What follows belongs to an exercise in optimizing a design on an open flow for small area; a production flow would make more cautious choices. Where RTL was checked, it was by simulation tests only, not by an equivalence proof against the original. No driver is modelled on the clock port, so clock power and skew are understated where the tree is cut down; a real chip needs a root buffer or a tree. Power is estimated from default activity; no workload was simulated.

==> 10-12 <==
Design top, start of the top module:
module top (
    input  clk,         
    input  rst,         
    input  i2c_sda,     
    input  i2c_scl,     
    output debug_led,   
    output tx           
);
==> module i2c_sniffer, before the edit <==
module i2c_sniffer (
    input  wire       clk,
    input  wire       rst,
    input  wire       i2c_sda,
    input  wire       i2c_scl,
    output reg        debug_led,
    output wire       byte_valid,    
    output wire [7:0] byte_data
);
    reg [1:0] scl_sync, sda_sync;
    reg scl_clean, sda_clean, scl_prev_clean, sda_prev_clean;
    always @(posedge clk) begin
        scl_sync <= {scl_sync[0], i2c_scl};
        sda_sync <= {sda_sync[0], i2c_sda};
        scl_clean <= scl_sync[1];
        sda_clean <= sda_sync[1];
        scl_prev_clean <= scl_clean;
        sda_prev_clean <= sda_clean;
    end
    wire start_cond  = scl_clean & scl_prev_clean & sda_prev_clean & ~sda_clean;
    wire stop_cond   = scl_clean & scl_prev_clean & ~sda_prev_clean & sda_clean;
    wire scl_posedge = scl_clean & ~scl_prev_clean;
    localparam [2:0] IDLE_STOP = 3'b000,   
                     IDLE_DATA = 3'b001,   
                     ADDR      = 3'b100,
                     REG       = 3'b101,
                     WRITE     = 3'b110,
                     READ      = 3'b111;
    reg [2:0] phase;
    reg [8:0] cap_n;           
    wire [8:0] cap = ~cap_n;
    reg       sniff_success;
    wire active = phase[2];
    wire ack    = cap[8];
    assign byte_valid = active & scl_posedge & ~ack & cap[7];
    assign byte_data  = {cap[6:0], sda_clean};
    always @(posedge clk) begin
        if (start_cond | (scl_posedge & ack & ~(phase == REG & sda_clean)))
            cap_n <= ~9'd1;
        else if (scl_posedge & ~ack)
            cap_n <= ~{cap[7:0], sda_clean};
    end
    always @(posedge clk) begin
        if (rst) begin
            phase <= IDLE_STOP;
        end else if (stop_cond) begin
            phase <= IDLE_STOP;
        end else if (start_cond) begin
            if (phase != IDLE_DATA)
                phase <= ADDR;
        end else if (scl_posedge & ack & active) begin
            case (phase)
                ADDR:    phase <= cap[0] ? READ : REG;
                REG:     if (~sda_clean) phase <= WRITE;
                WRITE:   phase <= IDLE_DATA;
                default: phase <= READ;
            endcase
        end
    end
    always @(posedge clk) begin
        if (rst)
            sniff_success <= 1'b0;
        else if (phase == READ & ack)
            sniff_success <= 1'b1;
        debug_led <= sniff_success;
    end
endmodule
==> module uart_tx, before the edit <==
module uart_tx (
    input        clk,
    input        rst,
    input        tx_start,
    input  [7:0] tx_data,
    output       tx_serial
);
    reg [10:0] shreg;
    reg [1:0]  cj;
    reg [2:0]  ca;
    reg [4:0]  cb;
    wire tick = ~|{cj[0], ~cj[1], ca[0], ca[2], cb[0], cb[2], ~cb[3], cb[4]};
    wire idle = ~|shreg[10:1];
    wire load = tx_start & idle & (~shreg[0] | tick);
    assign tx_serial = shreg[0] | idle;
    always @(posedge clk) begin
        if (rst)
            shreg <= 11'd0;
        else
            shreg <= (tick ? {1'b0, shreg[10:1]} : shreg)
                   | ({11{load}} & {1'b1, tx_data, 1'b0, 1'b1});
    end
    always @(posedge clk) begin
        if (load) begin
            cj <= 2'b10;
            ca <= 3'b101;
            cb <= 5'b11110;
        end else begin
            cj <= {~cj[0], cj[1]};
            ca <= {~ca[1], ~ca[0], ~(ca[2] ^ ca[1])};
            cb <= {~cb[3], ~cb[2], ~cb[1], ~cb[0], cb[4] ^ cb[2]};
        end
    end
endmodule
clock: 10.0 ns
lec_check: 0
cap_margin: 20
core_margin: 2
core_utilization: 60
slew_margin: 20
standard.sh (not shown) runs the stock make flow with config.mk's settings and CLKGATE_MAP_FILE= SYNTH_SCRIPT=/design/flow/synth_recipe.tcl, a recipe that flattens the netlist after the stock synthesis.
==> flow/flow/run.sh <==
#!/bin/bash
# Own flow: the standard layout (standard.sh) with three changes:
#  - synthesis maps the logic with an area-oriented ABC script
#    (flow/synth.tcl, flow/area.abc); registers are mapped as in the
#    standard synthesis;
#  - the clock is buffered by a few buffers placed at register clusters
#    (flow/pre_cts.tcl, flow/clock_buffers.tcl) instead of TritonCTS's
#    H-tree with dummy loads;
#  - port buffers use the smallest buffer cell.
# The full output of the ORFS make run is in standard_flow.log; each step's
# log is under orfs/logs/.
set -euo pipefail
export OWN_ABC_SCRIPT=$PWD/flow/area.abc
export FLOW_SYNTH_TCL=$PWD/synth_recipe.tcl
export CLOCK_BUFFER_CELL=sky130_fd_sc_hd__clkbuf_4
export CLOCK_BUFFER_COUNT=4
bash standard.sh \
  "SYNTH_SCRIPT=$PWD/flow/synth.tcl" \
  "BUFFER_PORTS_ARGS=-buffer_cell sky130_fd_sc_hd__buf_1" \
  "PRE_CTS_TCL=$PWD/flow/pre_cts.tcl" \
  finish > standard_flow.log 2>&1
==> flow/flow/area.abc <==
strash
&get -n
&st
&deepsyn -T 20
&put
amap
topo
==> flow/flow/clock_buffers.tcl <==
# Clock buffering without a tree: the clock port drives K buffers, each
# placed at the centre of a group of nearby registers and driving that group.
proc insert_clock_buffers { cell k } {
  set block [ord::get_db_block]
  set master [[ord::get_db] findMaster $cell]
  set clknet [$block findNet clk]
  set pins {}
  foreach it [$clknet getITerms] {
    set loc [[$it getInst] getLocation]
    lappend pins [list $it [lindex $loc 0] [lindex $loc 1]]
  }
  # k-means on register locations, seeded by spreading along x
  set pins [lsort -real -index 1 $pins]
  set n [llength $pins]
  set cents {}
  for {set g 0} {$g < $k} {incr g} {
    set p [lindex $pins [expr {int(($g + 0.5) * $n / $k)}]]
    lappend cents [list [lindex $p 1] [lindex $p 2]]
  }
  for {set iter 0} {$iter < 20} {incr iter} {
    set assign {}
    foreach p $pins {
      set best 0; set bd 1e30
      for {set g 0} {$g < $k} {incr g} {
        set c [lindex $cents $g]
        set d [expr {abs([lindex $p 1] - [lindex $c 0]) + abs([lindex $p 2] - [lindex $c 1])}]
        if {$d < $bd} { set bd $d; set best $g }
      }
      lappend assign $best
    }
    set newc {}
    for {set g 0} {$g < $k} {incr g} {
      set sx 0; set sy 0; set m 0
      foreach p $pins a $assign { if {$a == $g} { set sx [expr {$sx + [lindex $p 1]}]; set sy [expr {$sy + [lindex $p 2]}]; incr m } }
      if {$m > 0} { lappend newc [list [expr {$sx / $m}] [expr {$sy / $m}]] } else { lappend newc [lindex $cents $g] }
    }
    set cents $newc
  }
  for {set g 0} {$g < $k} {incr g} {
    set net [odb::dbNet_create $block "clk_g$g"]
    $net setSigType CLOCK
    set inst [odb::dbInst_create $block $master "clkbuf_g$g"]
    set m 0
    foreach p $pins a $assign {
      if {$a == $g} { set it [lindex $p 0]; $it disconnect; $it connect $net; incr m }
    }
    [$inst findITerm A] connect $clknet
    [$inst findITerm X] connect $net
    set c [lindex $cents $g]
    $inst setLocation [expr {int([lindex $c 0])}] [expr {int([lindex $c 1])}]
    $inst setPlacementStatus PLACED
    puts "clock buffer clkbuf_g$g ($cell) drives $m register clock pins"
  }
}
==> flow/flow/pre_cts.tcl <==
# PRE_CTS hook: buffer the clock by hand (see clock_buffers.tcl) in place of
# TritonCTS's H-tree, then make the step's clock_tree_synthesis call only
# switch the clock to propagated mode. The rest of the CTS step
# (legalisation, hold repair) runs as usual.
source [file join [file dirname [info script]] clock_buffers.tcl]
insert_clock_buffers $::env(CLOCK_BUFFER_CELL) $::env(CLOCK_BUFFER_COUNT)
rename clock_tree_synthesis tritoncts_clock_tree_synthesis
proc clock_tree_synthesis { args } {
  puts "clock buffered by hand; TritonCTS not run"
  set_propagated_clock [all_clocks]
}
==> flow/flow/synth.tcl <==
# The standard synthesis (synth_recipe.tcl, which sources ORFS's
# synth.tcl) with one change: the combinational logic is mapped by ABC with
# an area-oriented script (flow/area.abc) instead of ORFS's speed script.
# Registers are mapped before ABC runs, so they are the same as in the
# standard synthesis.
proc abc { args } {
  set i [lsearch -exact $args -script]
  if { $i >= 0 } {
    lset args [expr { $i + 1 }] $::env(OWN_ABC_SCRIPT)
  }
  yosys abc {*}$args
}
source $::env(FLOW_SYNTH_TCL)
==> 03-25: changes against 10-12 <==
--- a/flow/design.v
+++ b/flow/design.v
@@ -28,8 +28,7 @@
                      WRITE     = 3'b110,
                      READ      = 3'b111;
     reg [2:0] phase;
-    reg [8:0] cap_n;           
-    wire [8:0] cap = ~cap_n;
+    reg [8:0] cap;
     reg       sniff_success;
     wire active = phase[2];
     wire ack    = cap[8];
@@ -37,11 +36,11 @@
     assign byte_data  = {cap[6:0], sda_clean};
     always @(posedge clk) begin
         if (start_cond | (scl_posedge & ack & ~(phase == REG & sda_clean)))
-            cap_n <= ~9'd1;
+            cap <= 9'd1;
         else if (scl_posedge & ~ack)
-            cap_n <= ~{cap[7:0], sda_clean};
+            cap <= {cap[7:0], sda_clean};
     end
-    always @(posedge clk) begin
+    always @(posedge clk or posedge rst) begin
         if (rst) begin
             phase <= IDLE_STOP;
         end else if (stop_cond) begin
@@ -58,12 +57,15 @@
             endcase
         end
     end
-    always @(posedge clk) begin
-        if (rst)
+    always @(posedge clk or posedge rst) begin
+        if (rst) begin
             sniff_success <= 1'b0;
-        else if (phase == READ & ack)
-            sniff_success <= 1'b1;
-        debug_led <= sniff_success;
+            debug_led <= 1'b0;
+        end else begin
+            if (phase == READ & ack)
+                sniff_success <= 1'b1;
+            debug_led <= sniff_success;
+        end
     end
 endmodule
 `timescale 1ns / 1ps
@@ -79,11 +81,11 @@
     reg [1:0]  cj;
     reg [2:0]  ca;
     reg [4:0]  cb;
-    wire tick = ~|{cj[0], ~cj[1], ca[0], ca[2], cb[0], cb[2], ~cb[3], cb[4]};
+    wire tick = ~|{cj, ca[1:0], cb[3:0]};      
     wire idle = ~|shreg[10:1];
     wire load = tx_start & idle & (~shreg[0] | tick);
     assign tx_serial = shreg[0] | idle;
-    always @(posedge clk) begin
+    always @(posedge clk or posedge rst) begin
         if (rst)
             shreg <= 11'd0;
         else
@@ -92,13 +94,13 @@
     end
     always @(posedge clk) begin
         if (load) begin
-            cj <= 2'b10;
+            cj <= 2'b00;
             ca <= 3'b101;
-            cb <= 5'b11110;
+            cb <= 5'b10101;
         end else begin
-            cj <= {~cj[0], cj[1]};
-            ca <= {~ca[1], ~ca[0], ~(ca[2] ^ ca[1])};
-            cb <= {~cb[3], ~cb[2], ~cb[1], ~cb[0], cb[4] ^ cb[2]};
+            cj <= {cj[0], ~cj[1]};
+            ca <= {ca[1:0], ca[2] ^ ca[1]};
+            cb <= {cb[3:0], cb[4] ^ cb[2]};
         end
     end
 endmodule
==> flow/flow/run.sh (replaced) <==
#!/bin/bash
# Own flow: the standard layout (standard.sh) with two changes:
#  - the clock is buffered by a few buffers placed at register clusters
#    (flow/pre_cts.tcl) instead of TritonCTS's H-tree with dummy loads;
#  - port buffers use the smallest buffer cell.
set -euo pipefail
export CLOCK_BUFFER_CELL=${CLOCK_BUFFER_CELL:-sky130_fd_sc_hd__clkbuf_8}
export CLOCK_BUFFER_COUNT=${CLOCK_BUFFER_COUNT:-3}
bash standard.sh \
  "BUFFER_PORTS_ARGS=-buffer_cell sky130_fd_sc_hd__buf_1" \
  "PRE_CTS_TCL=$PWD/flow/pre_cts.tcl" \
  finish > standard_flow.log 2>&1
--- a/flow/config.mk
+++ b/flow/config.mk
@@ -7,5 +7,5 @@
 export LEC_CHECK = 0
 export CAP_MARGIN = 20
 export CORE_MARGIN = 2
-export CORE_UTILIZATION = 60
+export CORE_UTILIZATION = 40
 export SLEW_MARGIN = 20
removed: flow/flow/area.abc
removed: flow/flow/synth.tcl
==> 11-20: changes against 10-12 <==
--- a/flow/design.v
+++ b/flow/design.v
@@ -28,8 +28,7 @@
                      WRITE     = 3'b110,
                      READ      = 3'b111;
     reg [2:0] phase;
-    reg [8:0] cap_n;           
-    wire [8:0] cap = ~cap_n;
+    reg [8:0] cap;
     reg       sniff_success;
     wire active = phase[2];
     wire ack    = cap[8];
@@ -37,11 +36,11 @@
     assign byte_data  = {cap[6:0], sda_clean};
     always @(posedge clk) begin
         if (start_cond | (scl_posedge & ack & ~(phase == REG & sda_clean)))
-            cap_n <= ~9'd1;
+            cap <= 9'd1;
         else if (scl_posedge & ~ack)
-            cap_n <= ~{cap[7:0], sda_clean};
+            cap <= {cap[7:0], sda_clean};
     end
-    always @(posedge clk) begin
+    always @(posedge clk or posedge rst) begin
         if (rst) begin
             phase <= IDLE_STOP;
         end else if (stop_cond) begin
@@ -58,12 +57,15 @@
             endcase
         end
     end
-    always @(posedge clk) begin
-        if (rst)
+    always @(posedge clk or posedge rst) begin
+        if (rst) begin
             sniff_success <= 1'b0;
-        else if (phase == READ & ack)
-            sniff_success <= 1'b1;
-        debug_led <= sniff_success;
+            debug_led <= 1'b0;
+        end else begin
+            if (phase == READ & ack)
+                sniff_success <= 1'b1;
+            debug_led <= sniff_success;
+        end
     end
 endmodule
 `timescale 1ns / 1ps
@@ -73,17 +75,18 @@
     input        rst,
     input        tx_start,
     input  [7:0] tx_data,
-    output       tx_serial
+    output reg   tx_serial
 );
     reg [10:0] shreg;
     reg [1:0]  cj;
     reg [2:0]  ca;
     reg [4:0]  cb;
-    wire tick = ~|{cj[0], ~cj[1], ca[0], ca[2], cb[0], cb[2], ~cb[3], cb[4]};
-    wire idle = ~|shreg[10:1];
-    wire load = tx_start & idle & (~shreg[0] | tick);
-    assign tx_serial = shreg[0] | idle;
-    always @(posedge clk) begin
+    wire tick = ~|{cj, ca[1:0], cb[3:0]};      
+    wire idle = ~|shreg;
+    wire load = tx_start & idle;
+    always @(posedge clk)
+        tx_serial <= shreg[0] | idle;
+    always @(posedge clk or posedge rst) begin
         if (rst)
             shreg <= 11'd0;
         else
@@ -92,13 +95,13 @@
     end
     always @(posedge clk) begin
         if (load) begin
-            cj <= 2'b10;
-            ca <= 3'b101;
-            cb <= 5'b11110;
+            cj <= 2'b01;
+            ca <= 3'b011;
+            cb <= 5'b01010;
         end else begin
-            cj <= {~cj[0], cj[1]};
-            ca <= {~ca[1], ~ca[0], ~(ca[2] ^ ca[1])};
-            cb <= {~cb[3], ~cb[2], ~cb[1], ~cb[0], cb[4] ^ cb[2]};
+            cj <= {cj[0], ~cj[1]};
+            ca <= {ca[1:0], ca[2] ^ ca[1]};
+            cb <= {cb[3:0], cb[4] ^ cb[2]};
         end
     end
 endmodule
--- a/flow/flow/run.sh
+++ b/flow/flow/run.sh
@@ -12,8 +12,8 @@
 set -euo pipefail
 export OWN_ABC_SCRIPT=$PWD/flow/area.abc
 export FLOW_SYNTH_TCL=$PWD/synth_recipe.tcl
-export CLOCK_BUFFER_CELL=sky130_fd_sc_hd__clkbuf_4
-export CLOCK_BUFFER_COUNT=4
+export CLOCK_BUFFER_CELL=sky130_fd_sc_hd__clkbuf_8
+export CLOCK_BUFFER_COUNT=3
 bash standard.sh \
   "SYNTH_SCRIPT=$PWD/flow/synth.tcl" \
   "BUFFER_PORTS_ARGS=-buffer_cell sky130_fd_sc_hd__buf_1" \
--- a/flow/config.mk
+++ b/flow/config.mk
@@ -7,5 +7,5 @@
 export LEC_CHECK = 0
 export CAP_MARGIN = 20
 export CORE_MARGIN = 2
-export CORE_UTILIZATION = 60
+export CORE_UTILIZATION = 40
 export SLEW_MARGIN = 20
==> 05-04: changes against 10-12 <==
--- a/flow/design.v
+++ b/flow/design.v
@@ -23,10 +23,10 @@
     wire scl_posedge = scl_clean & ~scl_prev_clean;
     localparam [2:0] IDLE_STOP = 3'b000,   
                      IDLE_DATA = 3'b001,   
-                     ADDR      = 3'b100,
-                     REG       = 3'b101,
-                     WRITE     = 3'b110,
-                     READ      = 3'b111;
+                     ADDR      = 3'b111,
+                     REG       = 3'b100,
+                     WRITE     = 3'b101,
+                     READ      = 3'b110;
     reg [2:0] phase;
     reg [8:0] cap_n;           
     wire [8:0] cap = ~cap_n;
==> flow/flow/area.abc (replaced) <==
strash
&get -n
&st
&deepsyn -T 20
&put
amap -F 4 -A 8
topo
==> flow/flow/clock_buffers.tcl (replaced) <==
# Clock buffering without a tree: the clock port drives K buffers, each
# placed at the centre of a group of nearby registers and driving that
# group. Groups are found by k-means on the placed register locations,
# with each group holding at most ceil(N/K) registers.
proc insert_clock_buffers { cell k } {
  set block [ord::get_db_block]
  set master [[ord::get_db] findMaster $cell]
  set clknet [$block findNet clk]
  set pins {}
  foreach it [$clknet getITerms] {
    set loc [[$it getInst] getLocation]
    lappend pins [list $it [lindex $loc 0] [lindex $loc 1]]
  }
  set n [llength $pins]
  set cap [expr { ($n + $k - 1) / $k }]
  # seed the centres along x
  set sorted [lsort -real -index 1 $pins]
  set cents {}
  for { set g 0 } { $g < $k } { incr g } {
    set p [lindex $sorted [expr { int(($g + 0.5) * $n / $k) }]]
    lappend cents [list [lindex $p 1] [lindex $p 2]]
  }
  for { set iter 0 } { $iter < 30 } { incr iter } {
    # capacity-limited assignment: closest (pin, centre) pairs first
    set pairs {}
    for { set i 0 } { $i < $n } { incr i } {
      set p [lindex $pins $i]
      for { set g 0 } { $g < $k } { incr g } {
        set c [lindex $cents $g]
        set d [expr { abs([lindex $p 1] - [lindex $c 0]) + abs([lindex $p 2] - [lindex $c 1]) }]
        lappend pairs [list $d $i $g]
      }
    }
    set assign [lrepeat $n -1]
    set fill [lrepeat $k 0]
    foreach pr [lsort -real -index 0 $pairs] {
      lassign $pr d i g
      if { [lindex $assign $i] >= 0 || [lindex $fill $g] >= $cap } { continue }
      lset assign $i $g
      lset fill $g [expr { [lindex $fill $g] + 1 }]
    }
    set newc {}
    for { set g 0 } { $g < $k } { incr g } {
      set sx 0.0; set sy 0.0; set m 0
      foreach p $pins a $assign {
        if { $a == $g } {
          set sx [expr { $sx + [lindex $p 1] }]
          set sy [expr { $sy + [lindex $p 2] }]
          incr m
        }
      }
      if { $m > 0 } {
        lappend newc [list [expr { $sx / $m }] [expr { $sy / $m }]]
      } else {
        lappend newc [lindex $cents $g]
      }
    }
    set cents $newc
  }
  for { set g 0 } { $g < $k } { incr g } {
    set net [odb::dbNet_create $block "clk_g$g"]
    $net setSigType CLOCK
    set inst [odb::dbInst_create $block $master "clkbuf_g$g"]
    set m 0
    foreach p $pins a $assign {
      if { $a == $g } {
        set it [lindex $p 0]
        $it disconnect
        $it connect $net
        incr m
      }
    }
    [$inst findITerm A] connect $clknet
    [$inst findITerm X] connect $net
    set c [lindex $cents $g]
    $inst setLocation [expr { int([lindex $c 0]) }] [expr { int([lindex $c 1]) }]
    $inst setPlacementStatus PLACED
    puts "clock buffer clkbuf_g$g ($cell) drives $m register clock pins"
  }
}
--- a/flow/config.mk
+++ b/flow/config.mk
@@ -6,6 +6,6 @@
 export NUM_CORES = 4
 export LEC_CHECK = 0
 export CAP_MARGIN = 20
-export CORE_MARGIN = 2
-export CORE_UTILIZATION = 60
+export CORE_AREA = 2 2 60 60
+export DIE_AREA = 0 0 62 62
 export SLEW_MARGIN = 20
==> comparison <==
Maximum frequency: 11-20 > 03-25 > 05-04 > 10-12.
Of 03-25 and 11-20, 11-20 has the higher core utilization (gap 2.0 points).
Total power: 03-25 > 11-20 > 05-04 > 10-12.
Area after synthesis: 03-25 > 11-20 > 10-12 > 05-04.
Global-route usage: 10-12 > 03-25 > 05-04 > 11-20.
Against 03-25, the via count of 05-04 is smaller by about 20%.
Against 11-20, the die area of 10-12 is smaller by 35%.
Worst hold slack: 11-20 is better than 05-04 (2.3 ps).
Between 11-20 and 03-25, the lower first-iteration DRC count is in 03-25 (gap about 43%, measured against 03-25).
The RTL of 10-12 was laid out without a check of its function. No run of this note takes its clock network from TritonCTS; it comes from the design's own scripts or RTL.

-- re-timing with driven ports --
How much do the figures lean on ideal ports? The routed layouts below were timed once more, with nothing changed but the port constraints. Step 1: set_driving_cell puts a clkbuf_16 on clk and a buf_2 on each other input, an assumption about the parent block. Step 2 moves the port delays by t, midway between the first and last clock arrival at a register: inputs arrive t later, outputs are due t later. That takes back most of the time a late clock gives input paths. Slacks: no drivers / after step 1 / after step 2; pairs: no drivers / after step 1.
run	t (ns)	setup WS [ns]	hold WS [ns]	worst setup path at the end
10-12	0.196	6.257 / 6.222 / 6.418	0.335 / 0.335 / 0.335	register to output
03-25	0.188	6.690 / 6.645 / 6.833	0.330 / 0.330 / 0.330	register to output
11-20	0.189	7.355 / 7.310 / 7.499	0.336 / 0.336 / 0.336	register to output
05-04	0.205	6.262 / 6.219 / 6.424	0.333 / 0.333 / 0.333	register to output
After both steps every run listed still meets setup and hold.
